This design comes from an exercise in tuning for small area, a short achievable clock period and few clock cycles per item on the open sky130 flow, not from production work. At most, simulation tests tie the RTL to the original design; equivalence was not proved. Power figures rest on the tool's default switching activity, not on a simulated workload.

## old
// calculator
module calculator(
    input  wire        clk,
    input  wire        rst_n,
    input  wire        start,
    input  wire [1:0]  op,
    input  wire [15:0] a,
    input  wire [15:0] b,
    output wire [15:0] result,
    output reg         overflow,
    output reg         done,
    output reg         error
);
Size: roughly 57 flip-flops, about 4000 um2 of cells after synthesis.
==> module calculator, before the edit <==
module calculator(
    input  wire        clk,
    input  wire        rst_n,
    input  wire        start,
    input  wire [1:0]  op,
    input  wire [15:0] a,
    input  wire [15:0] b,
    output wire [15:0] result,
    output reg         overflow,
    output reg         done,
    output reg         error
);
reg  [15:0] X, Y, R;
reg  [4:0]  cnt;         
reg         sel_q;       
wire is_add = (op == 2'b00);
wire is_sub = (op == 2'b01);
wire is_mul = (op == 2'b10);
wire is_div = (op == 2'b11);
wire addsub = ~op[1];
wire subtr  = is_sub | is_div;
wire [16:0] A  = {R, Y[15] & ~is_mul};
wire [16:0] B  = subtr ? {1'b1, ~X} : {1'b0, X};
wire [17:0] T  = {1'b0, A} + {1'b0, B} + {17'd0, subtr};
wire        cy = T[17];                  
wire use_t  = addsub | (is_mul ? Y[15] : cy);
wire q      = is_div & cy;
wire [16:0] cmp = {1'b0, R[11:0], Y[15:12]} - {1'b0, X};
wire cnt_ge4 = |cnt[4:2];
wire skip = cnt_ge4 & (is_mul ? (Y[15:12] == 4'd0)
                              : (is_div & (R[15:12] == 4'd0) & cmp[16]));
wire last = skip ? (cnt == 5'd4) : (cnt == 5'd1);
wire busy = |cnt;
wire b_zero = (b == 16'd0);
always @(posedge clk) begin
    if (start) begin
        X     <= b;
        Y     <= {addsub ? a[0] : a[15], a[14:0]};
        R     <= addsub ? {1'b0, a[15:1]} : 16'd0;
        sel_q <= is_div & ~b_zero;
        error <= is_div & b_zero;
        overflow <= 1'b0;
    end else begin
        if (skip) begin
            R <= {R[11:0], Y[15:12]};
            Y <= {Y[11:0], 4'd0};
        end else begin
            R <= use_t ? T[15:0] : {R[14:0], Y[15]};
            Y <= {Y[14:0], q};
        end
        if (busy) begin
            if (addsub)
                overflow <= (R[14] ^ T[15]) & ~(R[14] ^ X[15] ^ is_sub);
            else if (is_mul)
                overflow <= overflow | R[15] | (skip ? |R[14:12] : (Y[15] & T[16]));
        end
    end
end
always @(posedge clk or negedge rst_n) begin
    if (!rst_n) begin
        cnt  <= 5'd0;
        done <= 1'b0;
    end else if (start) begin
        cnt  <= (is_div & b_zero) ? 5'd0 : (addsub ? 5'd1 : 5'd16);
        done <= is_div & b_zero;
    end else begin
        cnt  <= busy ? cnt - (skip ? 5'd4 : 5'd1) : 5'd0;
        done <= busy & last;
    end
end
assign result = sel_q ? Y : R;
endmodule
export LEC_CHECK = 0
export CAP_MARGIN = 20
export CORE_MARGIN = 2
export CORE_UTILIZATION = 40
export SLEW_MARGIN = 20
create_clock -name core_clock -period 4.0 [get_ports {clk}]
run.sh (not shown) runs the stock make flow with config.mk's settings and CLKGATE_MAP_FILE= SYNTH_SCRIPT=/design/flow/synth_recipe.tcl, a recipe that flattens the netlist after the stock synthesis.
Having completed the whole flow, old delivered a layout that passed the timing, DRC and antenna checks.
Testbench counts of old, summed over its fixed seeds: cycles 19,963, ops 3,200.
--- input diff old..new ---
--- a/flow/design.v
+++ b/flow/design.v
@@ -14,10 +14,6 @@
 reg  [4:0]  cnt;         
 reg         sel_q;       
-wire is_add = (op == 2'b00);
-wire is_sub = (op == 2'b01);
-wire is_mul = (op == 2'b10);
-wire is_div = (op == 2'b11);
-wire addsub = ~op[1];
-wire subtr  = is_sub | is_div;
+reg  is_sub, is_mul, is_div, subtr;
+wire addsub = ~(is_mul | is_div);
 wire [16:0] A  = {R, Y[15] & ~is_mul};
 wire [16:0] B  = subtr ? {1'b1, ~X} : {1'b0, X};
@@ -33,11 +29,17 @@
 wire busy = |cnt;
 wire b_zero = (b == 16'd0);
+wire st_div = (op == 2'b11);
+wire st_addsub = ~op[1];
 always @(posedge clk) begin
     if (start) begin
         X     <= b;
-        Y     <= {addsub ? a[0] : a[15], a[14:0]};
-        R     <= addsub ? {1'b0, a[15:1]} : 16'd0;
-        sel_q <= is_div & ~b_zero;
-        error <= is_div & b_zero;
+        Y     <= {st_addsub ? a[0] : a[15], a[14:0]};
+        R     <= st_addsub ? {1'b0, a[15:1]} : 16'd0;
+        is_sub <= (op == 2'b01);
+        is_mul <= (op == 2'b10);
+        is_div <= st_div;
+        subtr  <= op[0];
+        sel_q <= st_div & ~b_zero;
+        error <= st_div & b_zero;
         overflow <= 1'b0;
     end else begin
@@ -62,6 +64,6 @@
         done <= 1'b0;
     end else if (start) begin
-        cnt  <= (is_div & b_zero) ? 5'd0 : (addsub ? 5'd1 : 5'd16);
-        done <= is_div & b_zero;
+        cnt  <= (st_div & b_zero) ? 5'd0 : (st_addsub ? 5'd1 : 5'd16);
+        done <= st_div & b_zero;
     end else begin
         cnt  <= busy ? cnt - (skip ? 5'd4 : 5'd1) : 5'd0;
Notes after the runs:
new completed every stage of the flow, and the final layout passed the timing, DRC and antenna checks. Changes observed in new relative to old: synthesized cell count moved up, total power moved up, fmax moved up. Against old, new comes in 30 higher on post-synthesis net count. Of old and new, new shows the higher average detailed-routed wire length per instance, with old below it. Summary of new over old: routed wire length now larger, final critical delay including setup and external delays now smaller. Internal power component: new worse than old.
Only the layout flow was run in new; the RTL was not checked for function there.

---

== pepper ==
The RTL this note starts from:
==> flow/design.v <==
module calculator(
    input  wire        clk,
    input  wire        rst_n,
    input  wire        start,
    input  wire [1:0]  op,
    input  wire [15:0] a,
    input  wire [15:0] b,
    output wire [15:0] result,
    output reg         overflow,
    output reg         done,
    output reg         error
);
reg  [15:0] X, Y, R;
reg  [4:0]  cnt;         
reg         sel_q;       
reg         is_mul, is_div, subtr;    
wire addsub = ~(is_mul | is_div);
wire [16:0] A  = {R, Y[15] & ~is_mul};
wire [17:0] T;
pfx_add #(.W(17)) u_add (.a(A), .b({subtr, X}), .ci(subtr), .s(T[16:0]), .co(T[17]));
wire        cy = T[17];                  
wire use_t  = addsub | (is_mul ? Y[15] : cy);
wire q      = is_div & cy;
wire [16:0] cmp;
pfx_add #(.W(16)) u_cmp (.a({R[11:0], Y[15:12]}), .b(X), .ci(1'b1), .s(cmp[15:0]), .co(cmp[16]));
wire cnt_ge4 = |cnt[4:2];
wire skip = cnt_ge4 & (is_mul ? (Y[15:12] == 4'd0)
                              : (is_div & (R[15:12] == 4'd0) & ~cmp[16]));
wire [4:0] cnt_m1 = cnt - 5'd1;
wire [4:0] cnt_m4 = cnt - 5'd4;
wire last = skip ? (cnt == 5'd4) : (cnt == 5'd1);
wire busy = |cnt;
wire b_zero    = (b == 16'd0);
wire st_div    = (op == 2'b11);
wire st_addsub = ~op[1];
always @(posedge clk) begin
    if (start) begin
        X      <= op[0] ? ~b : b;
        Y      <= {st_addsub ? a[0] : a[15], a[14:0]};
        R      <= st_addsub ? {1'b0, a[15:1]} : 16'd0;
        is_mul <= (op == 2'b10);
        is_div <= st_div;
        subtr  <= op[0];
        sel_q  <= st_div & ~b_zero;
        error  <= st_div & b_zero;
        overflow <= 1'b0;
    end else begin
        if (skip) begin
            R <= {R[11:0], Y[15:12]};
            Y <= {Y[11:0], 4'd0};
        end else begin
            R <= use_t ? T[15:0] : {R[14:0], Y[15]};
            Y <= {Y[14:0], q};
        end
        if (busy) begin
            if (addsub)
                overflow <= ~(R[14] ^ X[15]) & (R[14] ^ T[15]);
            else if (is_mul)
                overflow <= overflow | R[15] | (skip ? |R[14:12] : (Y[15] & T[16]));
        end
    end
end
always @(posedge clk or negedge rst_n) begin
    if (!rst_n) begin
        cnt  <= 5'd0;
        done <= 1'b0;
    end else if (start) begin
        cnt  <= (st_div & b_zero) ? 5'd0 : (st_addsub ? 5'd1 : 5'd16);
        done <= st_div & b_zero;
    end else begin
        cnt  <= ~busy ? 5'd0 : (skip ? cnt_m4 : cnt_m1);
        done <= busy & last;
    end
end
assign result = sel_q ? Y : R;
endmodule
module pfx_add #(parameter W = 16) (
    input  wire [W-1:0] a,
    input  wire [W-1:0] b,
    input  wire         ci,
    output wire [W-1:0] s,
    output wire         co
);
    wire [W:0] g [0:5];
    wire [W:0] p [0:5];
    assign g[0] = {a & b, ci};
    assign p[0] = {a ^ b, 1'b0};
    genvar l, i;
    generate
        for (l = 0; l < 5; l = l + 1) begin : lvl
            for (i = 0; i <= W; i = i + 1) begin : bt
                if (i >= (1 << l)) begin : mg
                    assign g[l+1][i] = g[l][i] | (p[l][i] & g[l][i - (1 << l)]);
                    assign p[l+1][i] = p[l][i] & p[l][i - (1 << l)];
                end else begin : cp
                    assign g[l+1][i] = g[l][i];
                    assign p[l+1][i] = p[l][i];
                end
            end
        end
    endgenerate
    assign s  = p[0][W:1] ^ g[5][W-1:0];
    assign co = g[5][W];
endmodule
export LEC_CHECK = 0
export ABC_CLOCK_PERIOD_IN_PS = 1500
export CAP_MARGIN = 20
export CORE_MARGIN = 2
export CORE_UTILIZATION = 40
export SETUP_SLACK_MARGIN = 1.5
export SLEW_MARGIN = 20
create_clock -name core_clock -period 4.0 [get_ports {clk}]
standard.sh (not shown) runs the stock make flow with config.mk's settings and CLKGATE_MAP_FILE= SYNTH_SCRIPT=/design/flow/synth_recipe.tcl, a recipe that flattens the netlist after the stock synthesis.
==> flow/flow/run.sh <==
#!/bin/bash
# Own layout flow: the standard ORFS layout (standard.sh), with the port
# buffers that global placement inserts made plain buffers
# (sky130_fd_sc_hd__buf_1) instead of the delay cell buffer_ports picks by
# default. Every input and output port still gets its own buffer.
# Full tool output goes to flow.log in the work folder; ORFS's per-step logs
# stay under orfs/logs/.
set -euo pipefail
cd "$(dirname "$0")/.."
bash standard.sh "BUFFER_PORTS_ARGS=-buffer_cell sky130_fd_sc_hd__buf_1" finish > flow.log 2>&1
Testbench counts of pepper, summed over its fixed seeds: cycles 19,963, ops 3,200.
Input-level comparison between delta and pepper:
==> flow/design.v, changed modules only <==
module calculator(
    input  wire        clk,
    input  wire        rst_n,
    input  wire        start,
    input  wire [1:0]  op,
    input  wire [15:0] a,
    input  wire [15:0] b,
    output wire [15:0] result,
    output reg         overflow,
    output reg         done,
    output reg         error
);
reg  [15:0] X, Y, R;
reg         sgn;         
reg  [4:0]  cnt;         
reg         is_mul, is_div, subtr;    
wire addsub = ~(is_mul | is_div);
wire flip = is_div & sgn;
wire en   = ~is_mul | Y[15];
wire cin  = subtr & ~flip;
wire [16:0] B = {cin, (X ^ {16{flip}}) & {16{en}}};
wire [16:0] A = {R, Y[15] & ~is_mul};
wire [17:0] T;
pfx_add #(.W(17)) u_add (.a(A), .b(B), .ci(cin), .s(T[16:0]), .co(T[17]));
wire [16:0] cmp;
pfx_add #(.W(16)) u_cmp (.a({R[11:0], Y[15:12]}), .b(X), .ci(1'b1), .s(cmp[15:0]), .co(cmp[16]));
wire cnt_ge4 = |cnt[4:2];
wire skip = cnt_ge4 & (is_mul ? (Y[15:12] == 4'd0)
                              : (is_div & ~sgn & (R[15:12] == 4'd0) & ~cmp[16]));
wire [4:0] cnt_m1 = cnt - 5'd1;
wire [4:0] cnt_m4 = cnt - 5'd4;
wire last = skip ? (cnt == 5'd4) : (cnt == 5'd1);
wire busy = |cnt;
wire b_zero    = (b == 16'd0);
wire st_div    = (op == 2'b11);
wire st_addsub = ~op[1];
always @(posedge clk) begin
    if (start) begin
        X      <= op[0] ? ~b : b;
        Y      <= {st_addsub ? a[0] : a[15], a[14:0]};
        R      <= st_addsub ? {1'b0, a[15:1]} : 16'd0;
        sgn    <= 1'b0;
        is_mul <= (op == 2'b10);
        is_div <= st_div;
        subtr  <= op[0];
        error  <= st_div & b_zero;
        overflow <= 1'b0;
    end else begin
        if (skip) begin
            R <= {R[11:0], Y[15:12]};
            Y <= {Y[11:0], 4'd0};
        end else begin
            R   <= T[15:0];
            sgn <= T[16];
            Y   <= {Y[14:0], is_div & ~T[16]};
        end
        if (busy) begin
            if (addsub)
                overflow <= ~(R[14] ^ X[15]) & (R[14] ^ T[15]);
            else if (is_mul)
                overflow <= overflow | R[15] | (skip ? |R[14:12] : T[16]);
        end
    end
end
always @(posedge clk or negedge rst_n) begin
    if (!rst_n) begin
        cnt  <= 5'd0;
        done <= 1'b0;
    end else if (start) begin
        cnt  <= (st_div & b_zero) ? 5'd0 : (st_addsub ? 5'd1 : 5'd16);
        done <= st_div & b_zero;
    end else begin
        cnt  <= ~busy ? 5'd0 : (skip ? cnt_m4 : cnt_m1);
        done <= busy & last;
    end
end
assign result = (is_div & ~error) ? Y : R;
endmodule
Results
- Summary of delta over pepper: number of global-route vias before repair shrank by 116, via count now sits higher, number of inverters outside the clock class in the layout now smaller.
- Taking pepper as the reference point, the period utilization of delta rises by 5.6 points.
- The critical path data required time reported for delta is greater than that of pepper by 0.05 ns.
- The run showing the greater clock period minus final worst setup slack is delta.
For delta, only the layout was checked, not whether the RTL still works.

[afterwards: timing with drivers on the ports]
The results above use ideal ports. As a check the final layouts listed here were re-extracted and re-timed, cells and wires unchanged. Step 1: set_driving_cell puts a clkbuf_16 on clk and a buf_2 on each other input, an assumption about the parent block. Step 2 moves the port delays by t, midway between the first and last clock arrival at a register: inputs arrive t later, outputs are due t later. That takes back most of the time a late clock gives input paths. Three values: ideal, step 1, step 2; two values: the first two.
run | t (ns) | slack for setup (ns) | worst hold slack (ns) | worst register clock-pin slew, ns
old | 0.364 | 0.253 / 0.257 / -0.107 | 0.469 / 0.469 / 0.469 | 0.07 / 0.07
new | 0.376 | 0.430 / 0.430 / 0.430 | 0.492 / 0.492 / 0.492 | 0.08 / 0.08
pepper | 0.373 | 1.362 / 1.362 / 1.362 | 0.323 / 0.310 / 0.455 | 0.08 / 0.08
delta | 0.386 | 1.139 / 1.139 / 1.139 | 0.310 / 0.297 / 0.481 | 0.09 / 0.09
Met with ideal ports but missed after step 2: setup timing in old. The setup slack of old, which loses most, moves by +0.004 ns with the drivers and by -0.360 ns with both steps.
